Context: an optimization exercise on an open-source flow, tuned for small area and a short achievable clock period. The choices shown serve that exercise and are no tape-out recipe.
Function was checked by simulation only, so behaviour that the tests miss may differ from the original.
No activity file was given, so power comes from the tool's default toggle rates.

## wip/pepper
==> flow/design.v (excerpt) <==
module bcr # (parameter FIFO_WIDTH = 384, parameter ADDR_W = 15, parameter EDGE_W = 48, parameter Bank_Num_W = 3)
(
	input wire 						clk,
	input wire						rst,
	input wire						input_valid,
	input wire	[FIFO_WIDTH-1:0]	input_data,
	input wire						stall,
	output reg 	[EDGE_W-1:0]		output_data0,
	output reg 	[EDGE_W-1:0]		output_data1,
	output reg 	[EDGE_W-1:0]		output_data2,
	output reg 	[EDGE_W-1:0]		output_data3,
	output reg 	[EDGE_W-1:0]		output_data4,
	output reg 	[EDGE_W-1:0]		output_data5,
	output reg 	[EDGE_W-1:0]		output_data6,
	output reg 	[EDGE_W-1:0]		output_data7,
	output reg						output_valid0,
	output reg						output_valid1,
	output reg						output_valid2,
	output reg						output_valid3,
	output reg						output_valid4,
	output reg						output_valid5,
	output reg						output_valid6,
	output reg						output_valid7,
	output reg						inc
);
Settings: LEC_CHECK=0, ABC_CLOCK_PERIOD_IN_PS=1000, CAP_MARGIN=20, CORE_MARGIN=2, CORE_UTILIZATION=55, CTS_CLUSTER_DIAMETER=100, CTS_CLUSTER_SIZE=30, SETUP_SLACK_MARGIN=1.15, SLEW_MARGIN=20, SYNTH_HIERARCHICAL=1; clock period 3.0 ns.
standard.sh (not shown) runs the stock make flow with config.mk's settings and CLKGATE_MAP_FILE= SYNTH_SCRIPT=/design/flow/synth_recipe.tcl, a recipe that flattens the netlist after the stock synthesis.
==> flow/flow/run.sh <==
#!/bin/bash
# Standard layout, except that the port buffers are plain buffers instead of
# the delay cells buffer_ports picks by default, and the pins may sit on
# adjacent tracks so that the die can be smaller.
set -euo pipefail
export BUFFER_PORTS_ARGS="-buffer_cell sky130_fd_sc_hd__buf_1"
export PLACE_PINS_ARGS="-min_distance 1 -min_distance_in_tracks"
bash standard.sh > standard.log 2>&1
Per the final summary, wip/pepper finished and its layout is clean on timing, DRC and antenna.
--- input diff wip/pepper..wip/zinc ---
Settings: PLACE_DENSITY now 0.75, previously not set; CORE_UTILIZATION now 40, was 55.
==> flow/flow/run.sh <==
#!/bin/bash
# Standard layout, except that the port buffers are plain buffers instead of
# the delay cells buffer_ports picks by default.
set -euo pipefail
export BUFFER_PORTS_ARGS="-buffer_cell sky130_fd_sc_hd__buf_1"
bash standard.sh > standard.log 2>&1
## What came out
Number of buffers created by CTS, wip/zinc vs wip/pepper: up by a little under 10%. From wip/pepper to wip/zinc the numbers moved as follows: post-cts gate resize count shrank by 6, final clock skew grew by 8.9 ps, weighted congestion reported at the end of routability-driven placement grew by 0.0087, fraction of layout cells with a size suffix above 1 shrank by 0.86 points, sequential share of layout area shrank by 0.89 points. wip/zinc: total via count in the routed design is 1.2% lower than what wip/pepper reported. Relative to wip/pepper, the final cell area reported for wip/zinc is higher. In the metrics for wip/pepper and wip/zinc, the one carrying the lower floorplan row count is wip/pepper. wip/zinc vs wip/pepper: vertical extent of the die up by more than 10%. Relative to wip/pepper, detailed placement HPWL has increased by 7.5% in wip/zinc.
Modified inputs, wip/amber compared to wip/zinc
Settings: a deleted PLACE_DENSITY that had been 0.75; a change of SETUP_SLACK_MARGIN from 1.15 to 1.1.
Findings:
The flow did not stop early for wip/amber: all stages ran, and the layout cleared the timing, design-rule and antenna checks. Delta (wip/amber minus wip/zinc): global-route usage picked up an extra 2.3 points, number of global-route vias before repair -about 2.2%. Compared with wip/zinc, in wip/amber die height roughly the same; post-synthesis instance total level; non-clock buffer count shrank by 13; design area held steady. wip/amber -> wip/zinc: count of non-filler cells in the finished layout flat.
### wip/amber -> wip/delta
Settings: changing SETUP_SLACK_MARGIN from 1.1 to 1.15; changing CORE_UTILIZATION from 40 to 62.
--- a/flow/flow/run.sh
+++ b/flow/flow/run.sh
@@ -3 +3,2 @@
-# the delay cells buffer_ports picks by default.
+# the delay cells buffer_ports picks by default, and the pins may sit on
+# adjacent tracks so that the die can be smaller.
@@ -5,0 +7 @@
+export PLACE_PINS_ARGS="-min_distance 1 -min_distance_in_tracks"
--- outcome ---
wip/delta: full flow OK, the timing, design-rule and antenna checks passed
Summary of wip/delta over wip/amber: critical path data required time grew by 40 ps; non-clock buffer count went up; number of global-route vias before repair +396; maximum count of clock buffers along a single path closely matched the old numbers; setup slack moved down.
Routed wire length (wip/delta vs. wip/amber) decreases by more than 10%
The origin of the worst setup path comes out o_q[2] in one run and o_q[0] in the other, namely in wip/delta and wip/amber respectively.
Count of clock-buffer cells in the layout in wip/delta is 9 below wip/amber.
Against wip/amber, wip/delta reports a worst path buffer plus inverter count that is lower.
The inputs of wip/sierra differ from those of wip/delta as listed below.
Settings: a change of SETUP_SLACK_MARGIN from 1.15 to 1.0; a change of CORE_UTILIZATION from 62 to 40.
==> flow/flow/run.sh <==
#!/bin/bash
# Standard layout, except that the port buffers are plain buffers instead of
# the delay cells buffer_ports picks by default.
set -euo pipefail
export BUFFER_PORTS_ARGS="-buffer_cell sky130_fd_sc_hd__buf_1"
bash standard.sh > standard.log 2>&1
Findings:
Critical path depth for wip/sierra: 6 down relative to wip/delta. Higher count of plain and timing-repair buffers in the layout goes to wip/delta over wip/sierra. wip/sierra ends up with a number of clock buffers in the layout that is 18% higher than in wip/delta.
Input changes introduced in wip/quartz (baseline for comparison: wip/sierra):
Settings: a change of SETUP_SLACK_MARGIN from 1.0 to 1.15.
[summary]
- wip/quartz — first-pass GRT wire length 1.8 mm lower, wip/sierra as reference
- wip/quartz reports its start point of the critical path as o_q[1] while wip/sierra reports output_data7[37].
- wip/quartz against wip/sierra: power rose 0.34%, net switching power rose 74 µW, maximum clock frequency rose 5.2%, number of ordinary and repair buffers in the finished layout about even, fraction of final layout cells with drive strength greater than 1 rose 2.1 points.
- Taking wip/sierra as the reference, in wip/quartz data arrival time of the worst path went up by 980 ps; combinational cell fraction of total power was more or less identical; worst setup slack went up by 97 ps; number of diodes added for antenna fixing went up by 15; fraction of standard cell area that is sequential went down by 0.39 points.

* * *

Setup of job 9370:
Another version of the RTL of bcr (not shown whole).
Size: roughly 820 flip-flops, roughly 780 I/O pins.
Settings: LEC_CHECK=0, CAP_MARGIN=20, CORE_MARGIN=2, CORE_UTILIZATION=40, SLEW_MARGIN=20; clock period 3.0 ns.
run.sh (not shown) runs the stock make flow with config.mk's settings and CLKGATE_MAP_FILE= SYNTH_SCRIPT=/design/flow/synth_recipe.tcl, a recipe that flattens the netlist after the stock synthesis.
Stock flow here: none of the scripts above is used.
diff inputs: job 9370 => job 7679
- SETUP_SLACK_MARGIN now 1.2, previously not set
- ABC_CLOCK_PERIOD_IN_PS now 1000, previously not set
==> flow/flow/run.sh (new file) <==
#!/bin/bash
# Standard layout, except that the port buffers are plain buffers instead of
# the delay cells buffer_ports picks by default.
set -euo pipefail
export BUFFER_PORTS_ARGS="-buffer_cell sky130_fd_sc_hd__buf_1"
bash standard.sh > standard.log 2>&1
==> flow/standard.sh (new file) <==
#!/bin/bash
# synth_recipe.tcl (not shown) runs the flow's synth.tcl, then flattens the netlist and writes it again
# the make line also repeats each setting of config.mk as NAME=value (left out here)
make -C /OpenROAD-flow-scripts/flow DESIGN_CONFIG=/design/flow/config.mk WORK_HOME=/design/flow/orfs CLKGATE_MAP_FILE= SYNTH_SCRIPT=/design/flow/synth_recipe.tcl "${@:-finish}"
removed: flow/run.sh
Findings:
- Total track usage in job 7679 vs job 9370: down 1.7 points
- Side by side, pre-CTS setup slack turned out higher in job 7679 than in job 9370.
- Between job 7679 and job 9370, area added between synthesis and finish is lower for job 7679, job 9370 comes in above that.
- Delta(total wire length, job 7679 - job 9370) < 0
- The combinational share of power in job 7679 was lower than what job 9370 gave.
- Summary: time the final worst path needs with I/O delays and setup, job 7679 better than job 9370
- The higher wire length of the first global-routing pass came out of job 9370.
- Job 7679 against job 9370: final worst-path setup slack increased by 0.41 ns relative to the old numbers, fraction of standard cell area in multi-input logic increased by 3.2 points relative to the old numbers.
Edits applied to the flow inputs when going from job 7679 to job 1809:
- CTS_BUF_LIST newly set to sky130_fd_sc_hd__clkbuf_8 sky130_fd_sc_hd__clkbuf_16
- CTS_CLUSTER_SIZE newly set to 30
- ABC_CLOCK_PERIOD_IN_PS removed (was 1000)
- CTS_CLUSTER_DIAMETER newly set to 60
-- flow/flow/run.sh --
<<< job 7679, line 5
export BUFFER_PORTS_ARGS="-buffer_cell sky130_fd_sc_hd__buf_1"
>>> job 1809, line 5
export BUFFER_PORTS_ARGS="-buffer_cell sky130_fd_sc_hd__buf_2"
==> comparison <==
~same global-route wire length before repair in job 7679 and job 1809
On estimated wirelength of the detail-placed design, job 7679 beats job 1809.
Largest fanout of any net on the critical path in job 1809 is 2 higher than in job 7679
Wire length reported by the detailed router (lower): job 1809
Between job 1809 and job 7679, it is job 1809 whose count of clock-net buffers in the final layout is lower, by 65.
Across job 7679 and job 1809, none had a timing, DRC or antenna violation.

* * *

## try-harbor
Another version of the RTL of bcr (not shown whole).
Size in the first run: about 2,200 cells after synthesis, ~26,000 µm² of cells after synthesis.
export LEC_CHECK = 0
export ABC_CLOCK_PERIOD_IN_PS = 1000
export CAP_MARGIN = 20
export CORE_MARGIN = 2
export CORE_UTILIZATION = 40
export CTS_CLUSTER_DIAMETER = 100
export CTS_CLUSTER_SIZE = 30
export SETUP_SLACK_MARGIN = 0.9
export SLEW_MARGIN = 20
export SYNTH_HIERARCHICAL = 1
create_clock -name core_clock -period 3.0 [get_ports {clk}]
standard.sh (not shown) runs the stock make flow with config.mk's settings and CLKGATE_MAP_FILE= SYNTH_SCRIPT=/design/flow/synth_recipe.tcl, a recipe that flattens the netlist after the stock synthesis.
==> flow/flow/run.sh <==
#!/bin/bash
# Standard layout, except that the port buffers are plain buffers instead of
# the delay cells buffer_ports picks by default.
set -euo pipefail
export BUFFER_PORTS_ARGS="-buffer_cell sky130_fd_sc_hd__buf_1"
bash standard.sh > standard.log 2>&1
try-harbor | status: complete | timing, DRC, antenna: pass
--- input diff try-harbor..try-quartz ---
- SETUP_SLACK_MARGIN changed from 0.9 to 1.3
Notes after the runs:
- Every run in the comparison, try-quartz and try-harbor, completed the flow with a clean layout.
- Net switching share of the total power of try-quartz is on par with try-harbor.
- On count of antenna diodes in the layout: between try-quartz and try-harbor, it ends up lower for try-quartz.
- Measured against each other, try-quartz and try-harbor differ in register-to-register slack, the lower figure coming from try-harbor.
- Re number of stages on the worst setup path: try-quartz is 2 up on try-harbor.
- Via count, try-quartz vs try-harbor: up slightly
- The slowest library cell on the worst path comes out dfxtp_4 in one run and dfxtp_1 in the other, namely in try-quartz and try-harbor respectively.
- [compare] base=try-harbor new=try-quartz: number of antenna violations at the first check in global routing lower, core utilization higher, design area higher.
- try-quartz vs. try-harbor: largest stage delay on the critical path went down; via count of the first global-routing pass went down.
#### Input delta (try-yarrow over try-quartz)
- a change of SETUP_SLACK_MARGIN from 1.3 to 1.2
Notes after the runs:
Diff try-quartz -> try-yarrow: starting density of the core ~0 delta; non-clock buffer count shows a reduction of 35. Between try-yarrow and try-quartz, the total routing usage reported by global routing does not differ in any meaningful way. Compared with try-quartz, try-yarrow instantiates a smaller number of standard cells. Summary — arrival time reported for the critical path endpoint, try-yarrow relative to try-quartz: higher, by 30 ps. Relative area of non-clock buffer cells in the final design was lower in the run labelled try-yarrow. Final cycle utilization of the critical path | try-yarrow above try-quartz. The final reports for try-yarrow and try-quartz show total internal power lower in the former.

* * *

The RTL this note starts from:
==> flow/design.v <==
module bcr # (parameter FIFO_WIDTH = 384, parameter ADDR_W = 15, parameter EDGE_W = 48, parameter Bank_Num_W = 3)
(
	input wire 						clk,
	input wire						rst,
	input wire						input_valid,
	input wire	[FIFO_WIDTH-1:0]	input_data,
	input wire						stall,
	output reg 	[EDGE_W-1:0]		output_data0,
	output reg 	[EDGE_W-1:0]		output_data1,
	output reg 	[EDGE_W-1:0]		output_data2,
	output reg 	[EDGE_W-1:0]		output_data3,
	output reg 	[EDGE_W-1:0]		output_data4,
	output reg 	[EDGE_W-1:0]		output_data5,
	output reg 	[EDGE_W-1:0]		output_data6,
	output reg 	[EDGE_W-1:0]		output_data7,
	output reg						output_valid0,
	output reg						output_valid1,
	output reg						output_valid2,
	output reg						output_valid3,
	output reg						output_valid4,
	output reg						output_valid5,
	output reg						output_valid6,
	output reg						output_valid7,
	output reg						inc
);
localparam W8 = EDGE_W*8;
reg [W8-1:0] data_in_q;
reg          stall_q;
reg          rst_q;
always @(posedge clk) begin
	data_in_q <= input_data;
	stall_q   <= stall;
	rst_q     <= rst;
end
wire [W8-1:0] out_q = {output_data7, output_data6, output_data5, output_data4,
                       output_data3, output_data2, output_data1, output_data0};
wire          sel_out = stall_q & ~(rst | rst_q);
wire          sel_in  = ~stall_q & ~(rst | rst_q);
wire [W8-1:0] out_d;
genvar d;
generate
	for (d = 0; d < W8; d = d + 1) begin : dp
		bcr_a22o u_d (.a(sel_out), .b(out_q[d]), .c(sel_in), .d(data_in_q[d]), .y(out_d[d]));
	end
endgenerate
always @(posedge clk) begin
	{output_data7, output_data6, output_data5, output_data4,
	 output_data3, output_data2, output_data1, output_data0} <= out_d;
end
function conf_in;
	input integer i;
	input integer j;
	begin
		conf_in = (input_data[EDGE_W*i +: Bank_Num_W] == input_data[EDGE_W*j +: Bank_Num_W]) ||
		          (input_data[EDGE_W*i+ADDR_W +: Bank_Num_W] == input_data[EDGE_W*j+ADDR_W +: Bank_Num_W]);
	end
endfunction
reg        v_q;
reg [7:0]  o_q;
reg [63:0] c_q;          
integer a, b;
wire [63:0] c_in;
wire [63:0] c_d;
genvar k, j;
generate
	for (k = 0; k < 8; k = k + 1) begin : cin_k
		for (j = 0; j < 8; j = j + 1) begin : cin_j
			if (k < j) begin : p
				assign c_in[8*k+j] = conf_in(k, j);
				bcr_mux2 u_m (.s(stall), .a0(c_in[8*k+j]), .a1(c_q[8*k+j]), .y(c_d[8*k+j]));
				always @(posedge clk) c_q[8*k+j] <= c_d[8*k+j];
			end
		end
	end
endgenerate
wire [7:0] g, ng;
wire [63:0] nc_q = ~c_q;
reg  [7:0] no_q;                   
assign g[0]  = no_q[0];
assign ng[0] = o_q[0];
genvar m;
generate
	for (k = 1; k < 8; k = k + 1) begin : lane
		wire [k-1:0] x, nx;        
		bcr_a21oi u_nx0 (.a(g[0]),  .b(c_q[k]),  .c(o_q[k]),  .y(nx[0]));
		bcr_o21ai u_x0  (.a(ng[0]), .b(nc_q[k]), .c(no_q[k]), .y(x[0]));
		for (m = 1; m < k; m = m + 1) begin : step
			bcr_a21oi u_nx (.a(g[m]),  .b(c_q[8*m+k]),  .c(x[m-1]),  .y(nx[m]));
			bcr_o21ai u_x  (.a(ng[m]), .b(nc_q[8*m+k]), .c(nx[m-1]), .y(x[m]));
		end
		assign g[k]  = nx[k-1];
		assign ng[k] = x[k-1];
	end
endgenerate
wire       inc_wire;
wire       nupd_b;
wire [7:0] nupd_a;
bcr_ctl u_ctl (.c(c_q), .o(o_q), .v(v_q), .rst(rst), .stall(stall),
               .inc(inc_wire), .nupd_b(nupd_b), .nupd_a(nupd_a));
wire [7:0] o_d;
wire       ov_p  = ~rst & ~stall & v_q;
wire [7:0] ov_d;
generate
	for (k = 0; k < 8; k = k + 1) begin : upd
		bcr_o21ai u_o  (.a(ng[k]), .b(nupd_b), .c(nupd_a[k]), .y(o_d[k]));
		bcr_nor2  u_ov (.a(ng[k]), .b(~ov_p), .y(ov_d[k]));
	end
endgenerate
always @(posedge clk) begin
	o_q <= o_d;
	no_q <= ~o_d;
	{output_valid7, output_valid6, output_valid5, output_valid4,
	 output_valid3, output_valid2, output_valid1, output_valid0} <= ov_d;
	if (rst)
		v_q <= 1'b0;
	else if (!stall)
		v_q <= input_valid;
	if (!rst)
		inc <= stall ? 1'b0 : inc_wire;
end
endmodule
module bcr_a21oi (input wire a, input wire b, input wire c, output wire y);
	assign y = ~((a & b) | c);
endmodule
module bcr_o21ai (input wire a, input wire b, input wire c, output wire y);
	assign y = ~((a | b) & c);
endmodule
module bcr_nor2 (input wire a, input wire b, output wire y);
	assign y = ~(a | b);
endmodule
module bcr_mux2 (input wire s, input wire a0, input wire a1, output wire y);
	assign y = s ? a1 : a0;
endmodule
module bcr_ctl (input wire [63:0] c, input wire [7:0] o, input wire v, input wire rst,
                input wire stall, output wire inc, output wire nupd_b, output wire [7:0] nupd_a);
	wire [27:0] bad;
	wire [7:0]  grp_ok;
	genvar i, j;
	generate
		for (i = 0; i < 8; i = i + 1) begin : bi
			for (j = i + 1; j < 8; j = j + 1) begin : bj
				localparam integer N = i*7 - (i*(i-1))/2 + (j - i - 1);
				bcr_nor3 u_bad (.a(~c[8*i+j]), .b(o[i]), .c(o[j]), .y(bad[N]));
			end
		end
		for (i = 0; i < 7; i = i + 1) begin : gr
			bcr_nor4 u_g (.a(bad[4*i]), .b(bad[4*i+1]), .c(bad[4*i+2]), .d(bad[4*i+3]), .y(grp_ok[i]));
		end
	endgenerate
	assign grp_ok[7] = 1'b1;
	wire na, nb;        
	bcr_nand4 u_na (.a(grp_ok[0]), .b(grp_ok[1]), .c(grp_ok[2]), .d(grp_ok[3]), .y(na));
	bcr_nand4 u_nb (.a(grp_ok[4]), .b(grp_ok[5]), .c(grp_ok[6]), .d(grp_ok[7]), .y(nb));
	assign inc = v & ~(na | nb);
	wire nx = ~rst & ~stall & v;
	wire ny = ~(~stall & v);
	bcr_o21ai u_b (.a(na), .b(nb), .c(nx), .y(nupd_b));
	for (i = 0; i < 8; i = i + 1) begin : ua
		bcr_o31ai u_a (.a(ny), .b(na), .c(nb), .d(~rst & o[i]), .y(nupd_a[i]));
	end
endmodule
module bcr_nor3 (input wire a, input wire b, input wire c, output wire y);
	assign y = ~(a | b | c);
endmodule
module bcr_nor4 (input wire a, input wire b, input wire c, input wire d, output wire y);
	assign y = ~(a | b | c | d);
endmodule
module bcr_nand4 (input wire a, input wire b, input wire c, input wire d, output wire y);
	assign y = ~(a & b & c & d);
endmodule
module bcr_o31ai (input wire a, input wire b, input wire c, input wire d, output wire y);
	assign y = ~((a | b | c) & d);
endmodule
module bcr_a22o (input wire a, input wire b, input wire c, input wire d, output wire y);
	assign y = (a & b) | (c & d);
endmodule
clock: 3.0 ns
lec_check: 0
abc_clock_period_in_ps: 1000
cap_margin: 20
core_margin: 2
core_utilization: 40
cts_cluster_diameter: 100
cts_cluster_size: 30
setup_slack_margin: 1.25
slew_margin: 20
synth_hierarchical: 1
Scripts as last shown in full above: flow/flow/run.sh
Then changed:
--- a/flow/config.mk
+++ b/flow/config.mk
@@ -12,5 +12,5 @@
 export CTS_CLUSTER_DIAMETER = 100
 export CTS_CLUSTER_SIZE = 30
-export SETUP_SLACK_MARGIN = 1.25
+export SETUP_SLACK_MARGIN = 1.15
 export SLEW_MARGIN = 20
 export SYNTH_HIERARCHICAL = 1
Fmax barely changes; critical path depth is lower by 2; power is higher by 1.6%; synthesized cell count does not change.
Then changed:
--- a/flow/config.mk
+++ b/flow/config.mk
@@ -12,5 +12,5 @@
 export CTS_CLUSTER_DIAMETER = 100
 export CTS_CLUSTER_SIZE = 30
-export SETUP_SLACK_MARGIN = 1.15
+export SETUP_SLACK_MARGIN = 1.2
 export SLEW_MARGIN = 20
 export SYNTH_HIERARCHICAL = 1
Result:
- The changed run ran to the end with no violations
- final area went up by 0.99%
- routed wire length goes up by 2.2%
- global-route usage climbs by 0.56 points

==> separate check: timing with driven ports <==
The flow's constraints put no driver on any port. The routed layouts listed below were extracted and timed again, unchanged, in two steps.
Step 1 sets driving cells, clkbuf_16 on the clock port and buf_2 on the other inputs (assumed; they add their load-dependent delay and slew).
Step 2, shift: input delay + t, output delay - t, t = (earliest + latest rising clock arrival at the registers) / 2. This alone moves slack from input paths to output paths.
a / b / c = ideal ports / drivers / drivers and shift; a / b = the first two.
run	t (ns)	setup slack, ns	clock arrival spread, ns	cell pins on the clock port's net
wip/pepper	0.675	1.164 / 1.107 / 0.778	0.016 / 0.017	1
wip/zinc	0.619	1.075 / 1.075 / 0.673	0.027 / 0.027	1
wip/amber	0.634	1.155 / 1.110 / 0.834	0.035 / 0.036	1
wip/delta	0.679	1.100 / 1.100 / 0.772	0.029 / 0.029	1
wip/sierra	0.642	1.057 / 0.995 / 0.733	0.031 / 0.030	1
wip/quartz	0.639	1.154 / 1.134 / 0.752	0.037 / 0.037	1
job 9370	0.663	0.621 / 0.621 / 0.486	0.030 / 0.031	1
job 7679	0.680	1.033 / 1.033 / 0.876	0.034 / 0.033	1
job 1809	0.657	0.967 / 0.967 / 0.967	0.025 / 0.025	1
try-harbor	0.640	1.005 / 1.005 / 0.899	0.044 / 0.044	1
try-quartz	0.637	1.218 / 1.218 / 0.985	0.042 / 0.043	1
try-yarrow	0.626	1.202 / 1.175 / 0.746	0.041 / 0.042	1
the first run of note 4	0.644	1.180 / 1.180 / 0.882	0.025 / 0.026	1
the second run of note 4	0.646	1.184 / 1.132 / 0.885	0.025 / 0.024	1
the third run of note 4	0.643	1.172 / 1.167 / 0.871	0.024 / 0.024	1
After both steps setup and hold are still met in every run listed. The setup slack of try-yarrow, which loses most, moves by -0.027 ns with the drivers and by -0.456 ns with both steps.
